This is an optimization exercise on Yosys and OpenROAD, whose aim is small area and a short achievable clock period, not a production implementation. RTL that was checked went through simulation tests only; none was proved equivalent to the original. Power is estimated from default activity; no workload was simulated.

the baseline:
==> flow/design.v (excerpt) <==
module solution (
    input clk,
    input rst,
    input row_valid,
    input [281:0] row_data,
    output [63:0] splitters_hit,
    output reg done
);
Size: roughly 1000 cells after synthesis, roughly 350 I/O pins, ~11000 sq um of cells after synthesis.
==> flow/config.mk <==
export PLATFORM = sky130hd
export DESIGN_NAME = solution
export DESIGN_NICKNAME = solution
export VERILOG_FILES = /design/flow/design.v
export SDC_FILE = /design/flow/constraint.sdc
export NUM_CORES = 4
export LEC_CHECK = 0
export CAP_MARGIN = 20
export CORE_MARGIN = 2
export CORE_UTILIZATION = 65
export CTS_BUF_LIST = sky130_fd_sc_hd__clkbuf_4 sky130_fd_sc_hd__clkbuf_8
export SLEW_MARGIN = 20
export SYNTH_HIERARCHICAL = 1
export SYNTH_MINIMUM_KEEP_SIZE = 0
# port buffers: the smallest buffer
export BUFFER_PORTS_ARGS = -buffer_cell sky130_fd_sc_hd__buf_1
# one tie cell per constant
export SKIP_REPAIR_TIE_FANOUT = 1
==> flow/constraint.sdc <==
create_clock -name core_clock -period 100.0 [get_ports {clk}]
set_input_delay 20.0000 -clock core_clock [delete_from_list [all_inputs] [get_ports {clk}]]
set_output_delay 20.0000 -clock core_clock [all_outputs]
set_load 0.01 [all_outputs]
standard.sh (not shown) runs the stock make flow with config.mk's settings and CLKGATE_MAP_FILE= SYNTH_SCRIPT=/design/flow/synth_recipe.tcl, a recipe that flattens the netlist after the stock synthesis.
==> flow/flow/run.sh <==
#!/bin/bash
# Own layout flow: the standard flow, with
#  - the column cell bs_col mapped by hand (flow/bs_col_cells.v) before flattening,
#  - flow/extra.mk appended to config.mk (port buffer cell).
set -euo pipefail
cd "$(dirname "$0")/.."
W=$PWD
cat flow/extra.mk >> config.mk
# synthesis: the standard flow's script, with the hand-mapped bs_col read over the synthesized one
awk -v f="$W/flow/bs_col_cells.v" '{print} /source .*synth.tcl/ {print "read_verilog -overwrite " f}' \
  synth_recipe.tcl > my_synth.tcl
grep -q "read_verilog -overwrite" my_synth.tcl
sed "s#SYNTH_SCRIPT=[^ ]*#SYNTH_SCRIPT=$W/my_synth.tcl#" standard.sh > my_standard.sh
grep -q "my_synth.tcl" my_standard.sh
bash my_standard.sh ${FLOW_TARGET:-finish} > make_finish.log 2>&1
==> flow/flow/bs_col_cells.v <==
// bs_col (see rtl/solution.v) mapped by hand to sky130_fd_sc_hd cells.
// nhit = ~(a & c0 & ~c1 & take)
// src  = ~c0 & ~ntake & c1
// nk   = ~((a & nhit) | src)
// d    = ~((nk & nhl & nhr) | rst)
module bs_col (
    input a, input c0, input c1, input take, input ntake, input rst,
    input nhl, input nhr,
    output nhit, output d
);
    wire src, nk;
    sky130_fd_sc_hd__nand4b_1 g_hit (.A_N(c1), .B(c0), .C(a), .D(take), .Y(nhit));
    sky130_fd_sc_hd__nor3b_1 g_src (.A(c0), .B(ntake), .C_N(c1), .Y(src));
    sky130_fd_sc_hd__a21oi_1 g_keep (.A1(a), .A2(nhit), .B1(src), .Y(nk));
    sky130_fd_sc_hd__a31oi_1 g_d (.A1(nk), .A2(nhl), .A3(nhr), .B1(rst), .Y(d));
endmodule
==> flow/flow/extra.mk <==
# port buffers: the smallest buffer
export BUFFER_PORTS_ARGS = -buffer_cell sky130_fd_sc_hd__buf_1
# one tie cell per constant
export SKIP_REPAIR_TIE_FANOUT = 1
Inputs modified between the baseline and the candidate:
# the baseline
export LEC_CHECK = 0
export CAP_MARGIN = 20
export CORE_MARGIN = 2
export CORE_UTILIZATION = 65
export CTS_BUF_LIST = sky130_fd_sc_hd__clkbuf_4 sky130_fd_sc_hd__clkbuf_8
export SLEW_MARGIN = 20
export SYNTH_HIERARCHICAL = 1
export SYNTH_MINIMUM_KEEP_SIZE = 0
export BUFFER_PORTS_ARGS = -buffer_cell sky130_fd_sc_hd__buf_1
export SKIP_REPAIR_TIE_FANOUT = 1
create_clock -name core_clock -period 100.0 [get_ports {clk}]
# the candidate
export LEC_CHECK = 0
export CAP_MARGIN = 20
export CORE_MARGIN = 2
export CORE_UTILIZATION = 40
export SLEW_MARGIN = 20
export SYNTH_HIERARCHICAL = 1
export SYNTH_MINIMUM_KEEP_SIZE = 0
export BUFFER_PORTS_ARGS = -buffer_cell sky130_fd_sc_hd__buf_1
export SKIP_REPAIR_TIE_FANOUT = 1
create_clock -name core_clock -period 100.0 [get_ports {clk}]
### Flow results
The candidate went all the way through synthesis, placement and routing and the layout is clean on timing, DRC and antenna.
Summary of the comparison: worst-case setup margin in the final layout is higher in the candidate, relative to the baseline.
Compared with the baseline, in the candidate end-of-flow core utilization lower, part of the total power dissipated in the clock network higher, overall die height higher, total power higher.
Status: multi-input combinational cell count parity (the baseline, the candidate)
Diff the candidate and the baseline: total non-filler cell area in the finished layout lower in the baseline
Going from the baseline to the candidate, the critical path data arrival time was found to have gone down by 0.76 ns.
Diff the baseline -> the candidate | global-route usage | decrease of 11 points
Cmp the candidate vs the baseline: detail-routed via count per cell lower in the candidate
No functional check of the RTL was part of any run of this note.

---

Another version of the RTL of solution (not shown whole).
Size in the first run: ~1100 cells after synthesis, about 350 I/O pins, roughly 12000 µm² of cells after synthesis.
clock: 100.0 ns
lec_check: 0
cap_margin: 20
core_margin: 2
core_utilization: 65
cts_buf_list: sky130_fd_sc_hd__clkbuf_4 sky130_fd_sc_hd__clkbuf_8
slew_margin: 20
synth_hierarchical: 1
synth_minimum_keep_size: 0
buffer_ports_args: -buffer_cell sky130_fd_sc_hd__buf_1
skip_repair_tie_fanout: 1
==> flow/flow/bs_col_cells.v <==
// bs_col and bs_take (see rtl/solution.v) mapped by hand to sky130_fd_sc_hd cells.
//
// bs_col:
// nhit = ~(a & c0 & ~c1 & take)
// src  = ~c0 & ~ntake & c1
// nk   = ~((a & nhit) | src)
// d    = ~((nk & nhl & nhr) | rst)
module bs_col (
    input a, input c0, input c1, input take, input ntake, input rst,
    input nhl, input nhr,
    output nhit, output d
);
    wire src, nk;
    sky130_fd_sc_hd__nand4b_1 g_hit (.A_N(c1), .B(c0), .C(a), .D(take), .Y(nhit));
    sky130_fd_sc_hd__nor3b_1 g_src (.A(c0), .B(ntake), .C_N(c1), .Y(src));
    sky130_fd_sc_hd__a21oi_1 g_keep (.A1(a), .A2(nhit), .B1(src), .Y(nk));
    sky130_fd_sc_hd__a31oi_1 g_d (.A1(nk), .A2(nhl), .A3(nhr), .B1(rst), .Y(d));
endmodule

// bs_take:
// take = row_valid & running & ~rst, ntake = ~take, rst_l = rst (buffered)
module bs_take (input row_valid, input running, input rst, output take, output ntake,
                output rst_l);
    sky130_fd_sc_hd__and3b_2 g_take (.A_N(rst), .B(running), .C(row_valid), .X(take));
    sky130_fd_sc_hd__nand3b_1 g_ntake (.A_N(rst), .B(running), .C(row_valid), .Y(ntake));
    sky130_fd_sc_hd__buf_2 g_rst (.A(rst), .X(rst_l));
endmodule
Scripts as last shown in full above: flow/flow/run.sh, flow/flow/extra.mk
Then changed:
CTS_CLUSTER_DIAMETER = 150   (was unset)
CTS_CLUSTER_SIZE = 50   (was unset)
Result:
- The changed run completed with no timing, DRC or antenna violations
- wire length stays the same
- synthesized cell count stays the same
- final area does not change
No run of this note included a check of the RTL's function; only the layout flow was run.

---

Setup of run A:
solution, a different RTL version from the one above (not shown whole).
Size in the first run: roughly 1100 cells after synthesis, roughly 12000 sq um of cells after synthesis.
==> flow/config.mk <==
export PLATFORM = sky130hd
export DESIGN_NAME = solution
export DESIGN_NICKNAME = solution
export VERILOG_FILES = /design/flow/design.v
export SDC_FILE = /design/flow/constraint.sdc
export NUM_CORES = 4
export LEC_CHECK = 0
export CAP_MARGIN = 20
export CORE_MARGIN = 2
export CORE_UTILIZATION = 65
export CTS_BUF_LIST = sky130_fd_sc_hd__clkbuf_4 sky130_fd_sc_hd__clkbuf_8
export SLEW_MARGIN = 20
export SYNTH_HIERARCHICAL = 1
export SYNTH_MINIMUM_KEEP_SIZE = 0
# port buffers: the smallest buffer
export BUFFER_PORTS_ARGS = -buffer_cell sky130_fd_sc_hd__buf_1
# one tie cell per constant
export SKIP_REPAIR_TIE_FANOUT = 1
# clock tree: no dummy loads (they only balance the tree's levels)
export CTS_ARGS = -sink_clustering_enable -repair_clock_nets -dont_use_dummy_load -buf_list {sky130_fd_sc_hd__clkbuf_4 sky130_fd_sc_hd__clkbuf_8}
==> flow/constraint.sdc <==
create_clock -name core_clock -period 100.0 [get_ports {clk}]
set_input_delay 20.0000 -clock core_clock [delete_from_list [all_inputs] [get_ports {clk}]]
set_output_delay 20.0000 -clock core_clock [all_outputs]
set_load 0.01 [all_outputs]
==> flow/flow/bs_col_cells.v <==
// bs_col and bs_take (see rtl/solution.v) mapped by hand to sky130_fd_sc_hd cells.
//
// bs_col:
// nhit = ~(a & c0 & ~c1 & take)
// src  = ~c0 & ~ntake & c1
// nk   = ~((a & nhit) | src)
// d    = ~((nk & nhl & nhr) | rst)
module bs_col (
    input a, input c0, input c1, input take, input ntake, input rst,
    input nhl, input nhr,
    output nhit, output d
);
    wire src, nk;
    sky130_fd_sc_hd__nand4b_1 g_hit (.A_N(c1), .B(c0), .C(a), .D(take), .Y(nhit));
    sky130_fd_sc_hd__nor3b_1 g_src (.A(c0), .B(ntake), .C_N(c1), .Y(src));
    sky130_fd_sc_hd__a21oi_1 g_keep (.A1(a), .A2(nhit), .B1(src), .Y(nk));
    sky130_fd_sc_hd__a31oi_1 g_d (.A1(nk), .A2(nhl), .A3(nhr), .B1(rst), .Y(d));
endmodule

// bs_take:
// take = row_valid & running & ~rst, ntake = ~take, rst_l = ~rst_cn
module bs_take (input row_valid, input running, input rst, input rst_cn,
                output take, output ntake, output rst_l);
    sky130_fd_sc_hd__and3b_2 g_take (.A_N(rst), .B(running), .C(row_valid), .X(take));
    sky130_fd_sc_hd__inv_1 g_ntake (.A(take), .Y(ntake));
    sky130_fd_sc_hd__inv_2 g_rst (.A(rst_cn), .Y(rst_l));
endmodule

// bs_inv: an inverter
module bs_inv (input i, output o);
    sky130_fd_sc_hd__inv_2 g_inv (.A(i), .Y(o));
endmodule
==> flow/flow/extra.mk <==
# port buffers: the smallest buffer
export BUFFER_PORTS_ARGS = -buffer_cell sky130_fd_sc_hd__buf_1
# one tie cell per constant
export SKIP_REPAIR_TIE_FANOUT = 1
# clock tree: no dummy loads (they only balance the tree's levels)
export CTS_ARGS = -sink_clustering_enable -repair_clock_nets -dont_use_dummy_load -buf_list {sky130_fd_sc_hd__clkbuf_4 sky130_fd_sc_hd__clkbuf_8}
Scripts as last shown in full above: flow/flow/run.sh
Run A: full flow OK, the timing, design-rule and antenna checks passed
Input changes introduced in run B (baseline for comparison: run A):
# run A
export LEC_CHECK = 0
export CAP_MARGIN = 20
export CORE_MARGIN = 2
export CORE_UTILIZATION = 65
export CTS_BUF_LIST = sky130_fd_sc_hd__clkbuf_4 sky130_fd_sc_hd__clkbuf_8
export SLEW_MARGIN = 20
export SYNTH_HIERARCHICAL = 1
export SYNTH_MINIMUM_KEEP_SIZE = 0
export BUFFER_PORTS_ARGS = -buffer_cell sky130_fd_sc_hd__buf_1
export SKIP_REPAIR_TIE_FANOUT = 1
export CTS_ARGS = -sink_clustering_enable -repair_clock_nets -dont_use_dummy_load -buf_list {sky130_fd_sc_hd__clkbuf_4 sky130_fd_sc_hd__clkbuf_8}
create_clock -name core_clock -period 100.0 [get_ports {clk}]
# run B
export LEC_CHECK = 0
export CAP_MARGIN = 20
export CORE_MARGIN = 2
export CORE_UTILIZATION = 65
export CTS_BUF_LIST = sky130_fd_sc_hd__clkbuf_4 sky130_fd_sc_hd__clkbuf_8
export SLEW_MARGIN = 20
export SYNTH_HIERARCHICAL = 1
export SYNTH_MINIMUM_KEEP_SIZE = 0
export BUFFER_PORTS_ARGS = -buffer_cell sky130_fd_sc_hd__buf_1
export SKIP_REPAIR_TIE_FANOUT = 1
export CTS_ARGS = -sink_clustering_enable -repair_clock_nets -dont_use_dummy_load -buf_list {sky130_fd_sc_hd__clkbuf_4 sky130_fd_sc_hd__clkbuf_8}
export SETUP_SLACK_MARGIN = 77
create_clock -name core_clock -period 100.0 [get_ports {clk}]
--- a/flow/flow/extra.mk
+++ b/flow/flow/extra.mk
@@ -5,2 +5,4 @@
 # clock tree: no dummy loads (they only balance the tree's levels)
 export CTS_ARGS = -sink_clustering_enable -repair_clock_nets -dont_use_dummy_load -buf_list {sky130_fd_sc_hd__clkbuf_4 sky130_fd_sc_hd__clkbuf_8}
+# timing repair aims for this much setup slack
+export SETUP_SLACK_MARGIN = 77
Findings:
Run B: all stages complete, timing, DRC and antenna checks passed
Run B vs run A — data required time of the worst path dropped 20.33 ns.
Diff run A -> run B: area growth from synthesis to final layout went up by 17 points, routed wire length went up by 22%, maximum fanout along the worst path went down by 23, final clock period utilization by the worst path went down by 0.35 points.
Number of placed cells counting well taps: run B vs run A identical
Taking run A as the reference, in run B transition time of the tightest slew-check pin now sits higher, final area saw an increase, total sequential power shows no meaningful change, via count climbed 1347.
Setup changes, run B to run C
# run B
export LEC_CHECK = 0
export CAP_MARGIN = 20
export CORE_MARGIN = 2
export CORE_UTILIZATION = 65
export CTS_BUF_LIST = sky130_fd_sc_hd__clkbuf_4 sky130_fd_sc_hd__clkbuf_8
export SLEW_MARGIN = 20
export SYNTH_HIERARCHICAL = 1
export SYNTH_MINIMUM_KEEP_SIZE = 0
export BUFFER_PORTS_ARGS = -buffer_cell sky130_fd_sc_hd__buf_1
export SKIP_REPAIR_TIE_FANOUT = 1
export CTS_ARGS = -sink_clustering_enable -repair_clock_nets -dont_use_dummy_load -buf_list {sky130_fd_sc_hd__clkbuf_4 sky130_fd_sc_hd__clkbuf_8}
export SETUP_SLACK_MARGIN = 77
create_clock -name core_clock -period 100.0 [get_ports {clk}]
# run C
export LEC_CHECK = 0
export CAP_MARGIN = 20
export CORE_MARGIN = 2
export CORE_UTILIZATION = 80
export CTS_BUF_LIST = sky130_fd_sc_hd__clkbuf_4 sky130_fd_sc_hd__clkbuf_8
export SLEW_MARGIN = 20
export SYNTH_HIERARCHICAL = 1
export SYNTH_MINIMUM_KEEP_SIZE = 0
export BUFFER_PORTS_ARGS = -buffer_cell sky130_fd_sc_hd__buf_1
export SKIP_REPAIR_TIE_FANOUT = 1
export CTS_ARGS = -sink_clustering_enable -repair_clock_nets -dont_use_dummy_load -buf_list {sky130_fd_sc_hd__clkbuf_4 sky130_fd_sc_hd__clkbuf_8}
create_clock -name core_clock -period 100.0 [get_ports {clk}]
--- a/flow/flow/extra.mk
+++ b/flow/flow/extra.mk
@@ -5,4 +5,2 @@
 # clock tree: no dummy loads (they only balance the tree's levels)
 export CTS_ARGS = -sink_clustering_enable -repair_clock_nets -dont_use_dummy_load -buf_list {sky130_fd_sc_hd__clkbuf_4 sky130_fd_sc_hd__clkbuf_8}
-# timing repair aims for this much setup slack
-export SETUP_SLACK_MARGIN = 77
Notes after the runs:
- Going from run B to run C, the largest fanout of any net on the critical path was found to have gone up by 23.
- Post-synthesis area per instance delta (run B -> run C): insignificant
- A launching element of the worst setup path of pn[7] is what run B shows, while row_valid belongs to run C.
- Looking only at via count of the routed design, and setting everything else aside, the lower value of run B and run C goes to run C.
- Run C ends up with a power in combinational cells that is 9.1% lower than in run B.
- In the metrics for run B and run C, the one carrying the higher core utilization is run C.
- Going from run B to run C, the cell count after placement was found to have gone down by about 3%.
- Met2 track demand over resource in global routing delta for run C relative to run B: 7.4 points higher
- Worst stage delay on the critical path: run B and run C compared, higher one is run C
Setup changes, run C to run D
# run C
export LEC_CHECK = 0
export CAP_MARGIN = 20
export CORE_MARGIN = 2
export CORE_UTILIZATION = 80
export CTS_BUF_LIST = sky130_fd_sc_hd__clkbuf_4 sky130_fd_sc_hd__clkbuf_8
export SLEW_MARGIN = 20
export SYNTH_HIERARCHICAL = 1
export SYNTH_MINIMUM_KEEP_SIZE = 0
export BUFFER_PORTS_ARGS = -buffer_cell sky130_fd_sc_hd__buf_1
export SKIP_REPAIR_TIE_FANOUT = 1
export CTS_ARGS = -sink_clustering_enable -repair_clock_nets -dont_use_dummy_load -buf_list {sky130_fd_sc_hd__clkbuf_4 sky130_fd_sc_hd__clkbuf_8}
create_clock -name core_clock -period 100.0 [get_ports {clk}]
# run D
export LEC_CHECK = 0
export CAP_MARGIN = 20
export CORE_MARGIN = 2
export CORE_UTILIZATION = 65
export CTS_BUF_LIST = sky130_fd_sc_hd__clkbuf_4 sky130_fd_sc_hd__clkbuf_8
export SLEW_MARGIN = 20
export SYNTH_HIERARCHICAL = 1
export SYNTH_MINIMUM_KEEP_SIZE = 0
export BUFFER_PORTS_ARGS = -buffer_cell sky130_fd_sc_hd__buf_1
export SKIP_REPAIR_TIE_FANOUT = 1
export CTS_ARGS = -sink_clustering_enable -repair_clock_nets -dont_use_dummy_load -buf_list {sky130_fd_sc_hd__clkbuf_4 sky130_fd_sc_hd__clkbuf_8}
export POST_RESIZE_TCL = /design/flow/flow/port_bufs.tcl
create_clock -name core_clock -period 100.0 [get_ports {clk}]
--- a/flow/flow/run.sh
+++ b/flow/flow/run.sh
@@ -1,10 +1,13 @@
 #!/bin/bash
-# Own layout flow: the standard flow, with
-#  - the column cell bs_col mapped by hand (flow/bs_col_cells.v) before flattening,
-#  - flow/extra.mk appended to config.mk (port buffer cell).
+# Own layout flow: the standard flow (standard.sh, synth_recipe.tcl), with
+#  - bs_col, bs_take and bs_inv mapped to cells by hand (flow/bs_col_cells.v), read over
+#    their synthesized versions before the design is flattened,
+#  - flow/extra.mk appended to config.mk: buf_1 port buffers, one tie cell per constant,
+#    no dummy clock-tree loads, stronger buffers on the row_valid and rst ports (port_bufs.tcl).
+# The make output goes to make_finish.log; each ORFS step logs to orfs/logs/.
 set -euo pipefail
 cd "$(dirname "$0")/.."
 W=$PWD
-cat flow/extra.mk >> config.mk
+sed "s#@W@#$W#g" flow/extra.mk >> config.mk
 # synthesis: the standard flow's script, with the hand-mapped bs_col read over the synthesized one
 awk -v f="$W/flow/bs_col_cells.v" '{print} /source .*synth.tcl/ {print "read_verilog -overwrite " f}' \
--- a/flow/flow/bs_col_cells.v
+++ b/flow/flow/bs_col_cells.v
@@ -2,6 +2,7 @@
 //
 // bs_col:
-// nhit = ~(a & c0 & ~c1 & take)
-// src  = ~c0 & ~ntake & c1
+// nc1  = ~c1
+// nhit = ~(a & c0 & nc1 & take)
+// src  = ~(c0 | ntake | nc1)
 // nk   = ~((a & nhit) | src)
 // d    = ~((nk & nhl & nhr) | rst)
@@ -11,7 +12,8 @@
     output nhit, output d
 );
-    wire src, nk;
-    sky130_fd_sc_hd__nand4b_1 g_hit (.A_N(c1), .B(c0), .C(a), .D(take), .Y(nhit));
-    sky130_fd_sc_hd__nor3b_1 g_src (.A(c0), .B(ntake), .C_N(c1), .Y(src));
+    wire nc1, src, nk;
+    sky130_fd_sc_hd__inv_1 g_nc1 (.A(c1), .Y(nc1));
+    sky130_fd_sc_hd__nand4_1 g_hit (.A(a), .B(c0), .C(nc1), .D(take), .Y(nhit));
+    sky130_fd_sc_hd__nor3_1 g_src (.A(c0), .B(ntake), .C(nc1), .Y(src));
     sky130_fd_sc_hd__a21oi_1 g_keep (.A1(a), .A2(nhit), .B1(src), .Y(nk));
     sky130_fd_sc_hd__a31oi_1 g_d (.A1(nk), .A2(nhl), .A3(nhr), .B1(rst), .Y(d));
--- a/flow/flow/extra.mk
+++ b/flow/flow/extra.mk
@@ -5,2 +5,4 @@
 # clock tree: no dummy loads (they only balance the tree's levels)
 export CTS_ARGS = -sink_clustering_enable -repair_clock_nets -dont_use_dummy_load -buf_list {sky130_fd_sc_hd__clkbuf_4 sky130_fd_sc_hd__clkbuf_8}
+# stronger port buffers on row_valid and rst
+export POST_RESIZE_TCL = @W@/flow/port_bufs.tcl
==> flow/flow/port_bufs.tcl (new file) <==
# POST_RESIZE hook: the buffers on the row_valid and rst ports drive the take logic of
# every column group; give them a stronger buffer than the other ports' buf_1.
set block [ord::get_db_block]
foreach p {row_valid rst} {
  set net [[$block findBTerm $p] getNet]
  foreach it [$net getITerms] {
    set inst [$it getInst]
    set m [[$inst getMaster] getName]
    if {[string match "sky130_fd_sc_hd__buf_*" $m] || [string match "sky130_fd_sc_hd__clkbuf_*" $m]} {
      puts "port $p: [$inst getName] $m -> sky130_fd_sc_hd__buf_4"
      replace_cell [$inst getName] sky130_fd_sc_hd__buf_4
    }
  }
}
Results
- Run D vs run C — utilization dropped 16 points.
- Run C → run D: full die area +about 20%; combined area of the multi-input logic cells -710 sq um.

[separate check: timing with driven ports]
No port has a modelled driver above. Below, the same layouts with a new extraction and two added sets of constraints.
Step 1 sets driving cells, clkbuf_16 on the clock port and buf_2 on the other inputs (assumed; they add their load-dependent delay and slew).
Step 2 times the ports against the registers' clock, not the clock port: input delays grow and output delays shrink by t, the midpoint of the rising clock arrivals with the driver on.
Slacks: ideal ports / drivers / drivers and shift; pairs: ideal ports / drivers.
run | shift t [ns] | setup slack, ns | latest minus earliest clock arrival (ns)
the baseline | 0.507 | 72.999 / 73.018 / 72.511 | 0.013 / 0.012
the candidate | 0.466 | 73.706 / 73.733 / 73.267 | 0.013 / 0.012
the first run of note 2 | 0.504 | 75.412 / 75.385 / 74.881 | 0.017 / 0.016
the second run of note 2 | 0.504 | 75.412 / 75.385 / 74.881 | 0.017 / 0.016
run A | 0.493 | 76.076 / 76.072 / 75.579 | 0.027 / 0.028
run B | 0.500 | 76.427 / 76.384 / 75.884 | 0.042 / 0.042
run C | 0.512 | 75.969 / 75.974 / 75.462 | 0.022 / 0.023
run D | 0.494 | 76.090 / 76.107 / 75.613 | 0.033 / 0.033
After both steps every run listed still meets setup and hold. The setup slack of run B, which loses most, moves by -0.043 ns with the drivers and by -0.543 ns with both steps.
